Context: an optimization exercise on an open-source flow, tuned for a short achievable clock period and few clock cycles. The choices shown serve that exercise and are no tape-out recipe.
In this exercise RTL edits were held to simulation tests only and were not proved equivalent to the original.
Power is estimated from default activity; no workload was simulated.

<file path="flow/run.sh">
#!/bin/bash
# synth_recipe.tcl (not shown) runs the flow's synth.tcl, then flattens the netlist and writes it again
# the make line also repeats each setting of config.mk as NAME=value (left out here)
make -C /OpenROAD-flow-scripts/flow DESIGN_CONFIG=/design/flow/config.mk WORK_HOME=/design/flow/orfs CLKGATE_MAP_FILE= SYNTH_SCRIPT=/design/flow/synth_recipe.tcl finish
</file>
<file path="flow/config.mk">
export PLATFORM = sky130hd
export DESIGN_NAME = theProcessor
export DESIGN_NICKNAME = theProcessor
export VERILOG_FILES = /design/flow/design.v
export SDC_FILE = /design/flow/constraint.sdc
export NUM_CORES = 4
export LEC_CHECK = 0
export CAP_MARGIN = 20
export CORE_MARGIN = 2
export CORE_UTILIZATION = 40
export SETUP_SLACK_MARGIN = 0.3
export SLEW_MARGIN = 20
</file>
<file path="flow/constraint.sdc">
create_clock -name core_clock -period 9.0 [get_ports {clk}]
set_input_delay 1.8000 -clock core_clock [delete_from_list [all_inputs] [get_ports {clk}]]
set_output_delay 1.8000 -clock core_clock [all_outputs]
set_load 0.01 [all_outputs]
</file>
<file path="flow/design.v">
`timescale 1ns / 1ps
module ALU( 
    input [31:0] input1,
    input [31:0] input2,
    input [3:0] ALUCtrl,
    output [31:0] ALU_result,
	 output zero
    );
	assign ALU_result = (ALUCtrl == 4'b0000) ? input1 & input2 :
							  (ALUCtrl == 4'b0001) ? input1 | input2 :
							  (ALUCtrl == 4'b0010) ? input1 + input2 :
							  (ALUCtrl == 4'b0110) ? input1 - input2 : 
							  (ALUCtrl == 4'b0111) ? {31'b0, ($signed(input1) < $signed(input2))} : 32'b0;
	assign zero = ALU_result == 0;
endmodule
`timescale 1ns / 1ps
module ALU_control(
    input [5:0] funct,
    input [1:0] ALUOp,
    output reg [3:0] ALUCtrl
    );
	always @(*) begin
		ALUCtrl = 4'b1111;
		begin
			if(ALUOp == 2'b00) begin
				ALUCtrl = 4'b0010;  
			end
			else if(ALUOp == 2'b01) begin
				ALUCtrl = 4'b0110;
			end
			else if(ALUOp == 2'b10) begin
				case (funct)
					6'b100000: ALUCtrl = 4'b0010;
					6'b100010: ALUCtrl = 4'b0110;
					6'b100100: ALUCtrl = 4'b0000;
					6'b100101: ALUCtrl = 4'b0001;
					6'b101010: ALUCtrl = 4'b0111;
				endcase
			end
		end
	end
endmodule
`timescale 1ns / 1ps
module Control(
    input [5:0] opCode,
    output RegDst,
    output ALUSrc,
    output MemtoReg,
    output RegWrite,
    output MemRead,
    output MemWrite,
    output Branch,
    output [1:0] ALUOp
    );
	assign RegDst = (opCode == 6'b00_0000) ? 1 :
						 (opCode == 6'b10_0011) ? 0 :
						 (opCode == 6'b10_1011) ? 0 :  
						 (opCode == 6'b00_0100) ? 0 : 0;  
	assign ALUSrc = (opCode == 6'b00_0000) ? 0 :
						 (opCode == 6'b10_0011) ? 1 :
						 (opCode == 6'b10_1011) ? 1 : 
						 (opCode == 6'b00_0100) ? 0 : 0; 
	assign MemtoReg = (opCode == 6'b00_0000) ? 0 :
						 (opCode == 6'b10_0011) ? 1 :
						 (opCode == 6'b10_1011) ? 0 :  
						 (opCode == 6'b00_0100) ? 0 : 0;  
	assign RegWrite = (opCode == 6'b00_0000) ? 1 :
						 (opCode == 6'b10_0011) ? 1 :
						 (opCode == 6'b10_1011) ? 0 : 
						 (opCode == 6'b00_0100) ? 0 : 0;
	assign MemRead = (opCode == 6'b00_0000) ? 0 :
						 (opCode == 6'b10_0011) ? 1 :
						 (opCode == 6'b10_1011) ? 0 :
						 (opCode == 6'b00_0100) ? 0 : 0; 
	assign MemWrite = (opCode == 6'b00_0000) ? 0 :
						 (opCode == 6'b10_0011) ? 0 :
						 (opCode == 6'b10_1011) ? 1 : 
						 (opCode == 6'b00_0100) ? 0 : 0; 
	assign Branch = (opCode == 6'b00_0000) ? 0 :
						 (opCode == 6'b10_0011) ? 0 :
						 (opCode == 6'b10_1011) ? 0 : 
						 (opCode == 6'b00_0100) ? 1 : 0; 
	assign ALUOp = (opCode == 6'b00_0000) ? 2'b10 :
						 (opCode == 6'b10_0011) ? 2'b00 :
						 (opCode == 6'b10_1011) ? 2'b00 : 
						 (opCode == 6'b00_0100) ? 2'b01 : 2'b00; 
endmodule
`timescale 1ns / 1ps
module Mux32(
    input [31:0] input_l,
    input [31:0] input_h,
    input sel,
    output [31:0] mux_output
    );
	assign mux_output = (sel == 1'b1) ? input_h : input_l;
endmodule
`timescale 1ns / 1ps
module Mux5(
    input [4:0] input_l,
    input [4:0] input_h,
    input sel,
    output [4:0] mux_output
    );
	assign mux_output = (sel == 1'b1) ? input_h : input_l;
endmodule
`timescale 1ns / 1ps
module PC(
    input clk,
    input rst,
    input [31:0] pc_next,
    output reg [31:0] pc_now
    );
always @(posedge clk or posedge rst) begin
	if(rst == 1'b1) begin
		pc_now <= 32'b0;
	end
	else begin
		pc_now <= pc_next;
	end
end
endmodule
`timescale 1ns / 1ps
module Registers(
	 input clk,
    input [4:0] read_reg1,
    input [4:0] read_reg2,
    input [4:0] write_reg,
    input [31:0] write_data,
    input RegWrite,
    output [31:0] read_data1,
    output [31:0] read_data2
    );
	 reg [31:0] reg_mem[1:31];  
	 assign read_data1 = (read_reg1 == 5'b00000) ? 32'd0 : reg_mem[read_reg1];
	 assign read_data2 = (read_reg2 == 5'b00000) ? 32'd0 : reg_mem[read_reg2];
	 always @(posedge clk) begin
		if(RegWrite == 1'b1 && write_reg != 5'b00000) begin
			reg_mem[write_reg] <= write_data;
		end
	 end
endmodule
`timescale 1ns / 1ps
module Shift_left_2(
    input [31:0] sl_input,
    output [31:0] sl_output
    );
	assign sl_output = {sl_input[29:0] , 2'b0};
endmodule
`timescale 1ns / 1ps
module Sign_extend(
    input [15:0] inst,
    output [31:0] extended_inst
    );
	assign extended_inst = {{16{inst[15]}}, inst};
endmodule
`timescale 1ns / 1ps
module add4_32(
    input [31:0] add_input,
    output [31:0] add_output
    );
	assign add_output = add_input + 32'd4;
endmodule
`timescale 1ns / 1ps
module theProcessor(clk, 
                    rst, 
                    imem_addr, 
                    imem_rdata, 
                    dmem_addr, 
                    dmem_wdata, 
                    dmem_we, 
                    dmem_rdata);
    input clk;
    input rst;
   output [31:0] imem_addr;
    input [31:0] imem_rdata;
   output [31:0] dmem_addr;
   output [31:0] dmem_wdata;
   output dmem_we;
    input [31:0] dmem_rdata;
   wire [1:0] ALUOp;
   wire ALUSrc;
   wire [31:0] ALU_result;
   wire Branch;
   wire [3:0] ctrl_add;
   wire [31:0] extended_inst;
   wire MemRead;
   wire MemtoReg;
   wire MemWrite;
   wire [31:0] pc_next;
   wire [31:0] pc_now;
   wire [31:0] Read_memory;
   wire [31:0] Read_reg1;
   wire [31:0] Read_reg2;
   wire RegDst;
   wire RegWrite;
   wire [31:0] write_data;
   wire [4:0] write_reg;
   wire [31:0] XLXN_63;
   wire [31:0] XLXN_66;
   wire [3:0] XLXN_101;
   wire [31:0] XLXN_132;
   wire XLXN_137;
   wire XLXN_139;
   wire [31:0] XLXN_144;
   wire [31:0] inst_DUMMY;
   assign ctrl_add = 4'b0010;
   assign XLXN_139 = XLXN_137 & Branch;
   assign imem_addr = pc_now;
   assign inst_DUMMY = imem_rdata;
   assign dmem_addr = XLXN_66;
   assign dmem_wdata = Read_reg2;
   assign dmem_we = MemWrite;
   assign Read_memory = dmem_rdata;
   PC  XLXI_1 (.clk(clk), 
              .pc_next(pc_next[31:0]), 
              .rst(rst), 
              .pc_now(pc_now[31:0]));
   Sign_extend  XLXI_10 (.inst(inst_DUMMY[15:0]), 
                        .extended_inst(extended_inst[31:0]));
   ALU  XLXI_12 (.ALUCtrl(XLXN_101[3:0]), 
                .input1(Read_reg1[31:0]), 
                .input2(XLXN_63[31:0]), 
                .ALU_result(XLXN_66[31:0]), 
                .zero(XLXN_137));
   Control  XLXI_15 (.opCode(inst_DUMMY[31:26]), 
                    .ALUOp(ALUOp[1:0]), 
                    .ALUSrc(ALUSrc), 
                    .Branch(Branch), 
                    .MemRead(MemRead), 
                    .MemtoReg(MemtoReg), 
                    .MemWrite(MemWrite), 
                    .RegDst(RegDst), 
                    .RegWrite(RegWrite));
   Mux5  XLXI_16 (.input_h(inst_DUMMY[15:11]), 
                 .input_l(inst_DUMMY[20:16]), 
                 .sel(RegDst), 
                 .mux_output(write_reg[4:0]));
   Mux32  XLXI_20 (.input_h(extended_inst[31:0]), 
                  .input_l(Read_reg2[31:0]), 
                  .sel(ALUSrc), 
                  .mux_output(XLXN_63[31:0]));
   Mux32  XLXI_22 (.input_h(Read_memory[31:0]), 
                  .input_l(XLXN_66[31:0]), 
                  .sel(MemtoReg), 
                  .mux_output(write_data[31:0]));
   ALU_control  XLXI_23 (.ALUOp(ALUOp[1:0]), 
                        .funct(inst_DUMMY[5:0]), 
                        .ALUCtrl(XLXN_101[3:0]));
   add4_32  XLXI_24 (.add_input(pc_now[31:0]), 
                    .add_output(XLXN_132[31:0]));
   ALU  XLXI_26 (.ALUCtrl(ctrl_add[3:0]), 
                .input1(XLXN_132[31:0]), 
                .input2(XLXN_144[31:0]), 
                .ALU_result(ALU_result[31:0]), 
                .zero());
   Mux32  XLXI_33 (.input_h(ALU_result[31:0]), 
                  .input_l(XLXN_132[31:0]), 
                  .sel(XLXN_139), 
                  .mux_output(pc_next[31:0]));
   Shift_left_2  XLXI_35 (.sl_input(extended_inst[31:0]), 
                         .sl_output(XLXN_144[31:0]));
   Registers  XLXI_38 (.clk(clk), 
                      .read_reg1(inst_DUMMY[25:21]), 
                      .read_reg2(inst_DUMMY[20:16]), 
                      .RegWrite(RegWrite), 
                      .write_data(write_data[31:0]), 
                      .write_reg(write_reg[4:0]), 
                      .read_data1(Read_reg1[31:0]), 
                      .read_data2(Read_reg2[31:0]));
endmodule
</file>
==> summary.md <==
| Metric | Value |
|---|---|
| Avg WL per Cell | 31.9 um |
| EDFF count, synth | between 900 and 1000 |
| Unrepaired setup endpoints after global routing | true |
| Synth Flop Type | edfxtp_1 |
| Syn Std Cell Area | approximately 0.056 sq mm |
| Tightest Pin Transition | around 1.2 ns |
| Port bufs | 160 |
| Most frequent cells in the layout | edfxtp_1, buf_4, mux4_2 |
| DRC | 0 |
| Placed insts | roughly 6100 |
| Part of the cycle the worst path needs | 97.4% |
| Seq/Total Area, Yosys | between 50% and 60% |
| Post-Synth Simple-Gate Area | 5.82% |
| Worst path required time | between 7 and 8 ns |
| Power share of the clock group | between 30 and 40% |
| Initial Utilization | 40.4% |
| Mean post-synth cell area | roughly 14 sq um |
| Die span in x | about 380 um |
| Minimum clock period | about 8.8 ns |
| Die Ht | between 300 and 400 um |
| Total core area | roughly 0.14 sq mm |
| Mux cell area share after synthesis | between 20% and 30% |
| Routability congestion estimate | slightly below 1 |
| Area grow syn2layout | 19.8% |
| Ys async rst share | under 10% |
| Initial antenna violation count | 4 |
| Clock skew | 0.0652 ns |
| DIE AREA | 0.142 sq mm |
| Share of layout cells above drive strength 1 | 27.6% |
| Synth top area share | between 50% and 60% |
| Final setup margin | between 0.2 and 0.25 ns |
| Worst path max stage delay | about 0.6 ns |
| Largest family of logic cells by synthesized area | multiplexers |
| RR Startpoint | XLXI_38.reg_mem[31][1] |
| CP endpoint kind | output pin |
| Number of global-route vias before repair | ~40000 |
| DR pass1 iterations | 5 |
| CTS root buf | clkbuf_16 |
| Hold path start | XLXI_1.pc_now[31] |
| CTS tree | built |
| Maximum clock rate | roughly 110 MHz |
| Worst hold path type | flop to flop |
| Worst path slowest cell | clkdlybuf4s50_1 |
| CP Cell Sequence | buf_8 > buf_12 > buf_6 > mux4_2 > mux2_2 > a221oi_1 > nor3_1 > a21oi_2 > ha_1 > buf_4 > nor4_2 > buf_4 > and2_1 > nand2_1 > o22ai_2 > o21ba_2 > mux2i_1 > a31oi_2 > clkdlybuf4s50_1 |
| Top post-synthesis cells by area | edfxtp_1, mux4_2, mux2i_1 |
| Internal Power | ~0.0095 W |
| Non-filler cells, final | approximately 6300 |
| Critical path origin | imem_rdata[17] |
| Post-synth top area cell | edfxtp_1 |
| Vias/cell | about 6.4 |
| Crit path buf inv count | 6 |
| Switch Pwr | ~0.0039 W |
| Design Area, Final | ~0.067 sq mm |
| Crit Path Max Fanout | 60 |
| Pre-CTS setup slack | -0.198 ns |
| Lkg Pwr | between 20 and 25 nW |
| Slew Limit Fails | 0 |
| Hold_buf cts | 0 |
| Sinks on Clock Net | 1022 |
| Worst Setup Start Kind | input port |
| Compound-gate portion of the synthesized area | a little over a tenth |
| Outcome | timing/DRC/antenna clean |
| Max-cap violation count | 0 |
| Yosys warns | 3 |
| Endpoints failing hold | 0 |
| Maximum buffer depth of the clock tree | 3 |
| Cell variety after synth | between 80 and 90 |
| Clock Pin Slew Worst Setup and Hold Paths | around 0.050 ns |
| Total CTS buffers | around 100 |
| Pin count of the biggest net entering global routing | 65 |
| Max_slew headroom | between 20 and 25% |
| Switching share of power | between 20% and 30% |
| Pwr Density | 201 mW/mm^2 |
| GRT overflow | 0 |
| CP most frequent cell | buf_4 |
| Adder-cell share of the synthesized area | 2.94% |
| Synth Register Bits | 1022 |
| # rows | around 140 |
| Post-synthesis xor/xnor area fraction | less than 1% |
| Antenna-violating nets left | 0 |
| All-Layer GR Usage | 27.8% |
| Tot Pwr | about 0.013 W |
| Latest clock arrival within the worst-skew pair | ~0.75 ns |
| Area after DPL | approximately 0.063 sq mm |
| Max VDD drop | about 0.16 mV |
| First-pass GRT wire length | around 280000 um |
| Most common cell after layout, fill and taps aside | edfxtp_1 |
| Post-Route WL | between 200000 and 250000 um |
| Number of DRC markers in iteration 0 | slightly above 5000 |
| Htree depth | 3 |
| IO Pins | around 160 |
| Part of the power in registers | between 40% and 50% |
| WS Path Type | input port to output pin |
| Combinational Power Share | roughly a quarter |
| Nets@finish | ~4600 |
| DP HPWL | approximately 130000 um |
| Mapped Cells | 3985 |
| DR vias | ~40000 |
| Arrival time at the worst endpoint | a little under 7 ns |
| Top delay family on crit path | buffers and inverters |
| Count of final setup violators | 0 |
==> final timing paths <==
kind / slack, ns / end / cells after the start
setup / recovery: 0.24 / dmem_addr[31] / 19
hold / removal: 0.61 / XLXI_1.pc_now[31] / 2
setup reg to reg: 2.09 / XLXI_1.pc_now[16] / 23
hold reg to reg: 0.61 / XLXI_1.pc_now[31] / 2
max in group asynchronous: 7.23 / XLXI_1.pc_now[14] / 3
min in group asynchronous: 1.46 / XLXI_1.pc_now[5] / 3
==> stage by stage <==
step / setup TNS, ns / hold slack, ns / util, %
final: 0 / 0.606 / 48.4
after global placement: -0.157 / 0.596 / 45.3
after detailed placement: -0.268 / 0.595 / 45.4
after CTS: 0 / 0.611 / 48.0
after global routing: 0 / 0.655 / 48.4
after floorplan: 0 / 0.636 / -
==> registers in the layout, indices dropped and copies added (netlist names) <==
register / flops
XLXI_38.reg_mem: 992
XLXI_1.pc_now: 30
==> power groups by stage <==
stage          clock [W]  combinational (W)  sequential, W
3_3_place_gp           0            0.00301        0.00590
2_1_floorplan          0            0.00152        0.00591
3_5_place_dp           0            0.00304        0.00590
5_1_grt          0.00461            0.00337        0.00579
6_report         0.00440            0.00319        0.00579
4_1_cts          0.00443            0.00306        0.00580
==> what timing repair did <==
action                     CTS  global route
pin swaps                    1             9
cloned                       1             2
setup buffers                4             8
resized for setup           32            75
setup endpoints to repair   13            19
hold endpoints to repair     0             0
==> cell families after synthesis <==
logic type	count (synthesis)
and+or+nand+nor	669
muxes	768
buffers and inverters	422
adders and majority gates	129
xor gates and xnor gates	62
other	1
DFF	1022
AOI/OAI and AO/OA	912
==> cell usage after synthesis (all sizes together), types with 36 or more instances <==
library cell  number
a221oi            63
xnor2             45
mux4             338
buf               82
o221ai            97
ha               126
o21ai            205
nor3              71
mux2i            313
a211oi            45
o22ai             71
mux2             117
nand3             36
clkbuf           208
inv              130
edfxtp           992
nand2            155
a21oi            244
nor2             217
==> area by class of cell <==
type,instances,area [sq um]
diodes,2,5.00
clock buffers,128,2740
clock inverters,62,688
fillers,11800,71100
inverters,132,495
multi-input cells,2542,24300
flip-flops and latches,1022,30500
well taps,1794,2240
repair buffers,616,5700
==> metal layers <==
metal  track usage, %  vias to the layer above  share of wire (%)
li1                 -                    17000                  -
met1             36.6                    20800                 39
met2             45.7                     2166                 48
met3             4.70                      406                9.1
met4             11.2                        0                4.2
met5                0                        -                  0
==> tightest hold or removal path, stage by stage, from the launching register on <==
cell     delay, ns
dfrtp_1       0.35
xnor2_1       0.09
xnor2_1       0.12
Testbench counts, summed over its fixed seeds: cycles 13,740.

==> re-timing with driven ports <==
The results above use ideal ports. As a check the final layout listed here was re-extracted and re-timed, cells and wires unchanged. Step 1, drivers: a clkbuf_16 drives clk and a buf_2 each remaining input, both assumed. Step 2, shift: input delay + t, output delay - t, t = (earliest + latest rising clock arrival at the registers) / 2. This alone moves slack from input paths to output paths. Three values: no drivers, after step 1, after step 2; two values: the first two.
t (ns): 0.796
slack for setup (ns): 0.238 / 0.188 / 0.188
clock arrival spread, ns: 0.065 / 0.065
worst slew at a driven data input, ns: 0.17
After both steps setup and hold are still met in this run. The setup slack of this run moves by -0.050 ns with the drivers and by -0.050 ns with both steps.
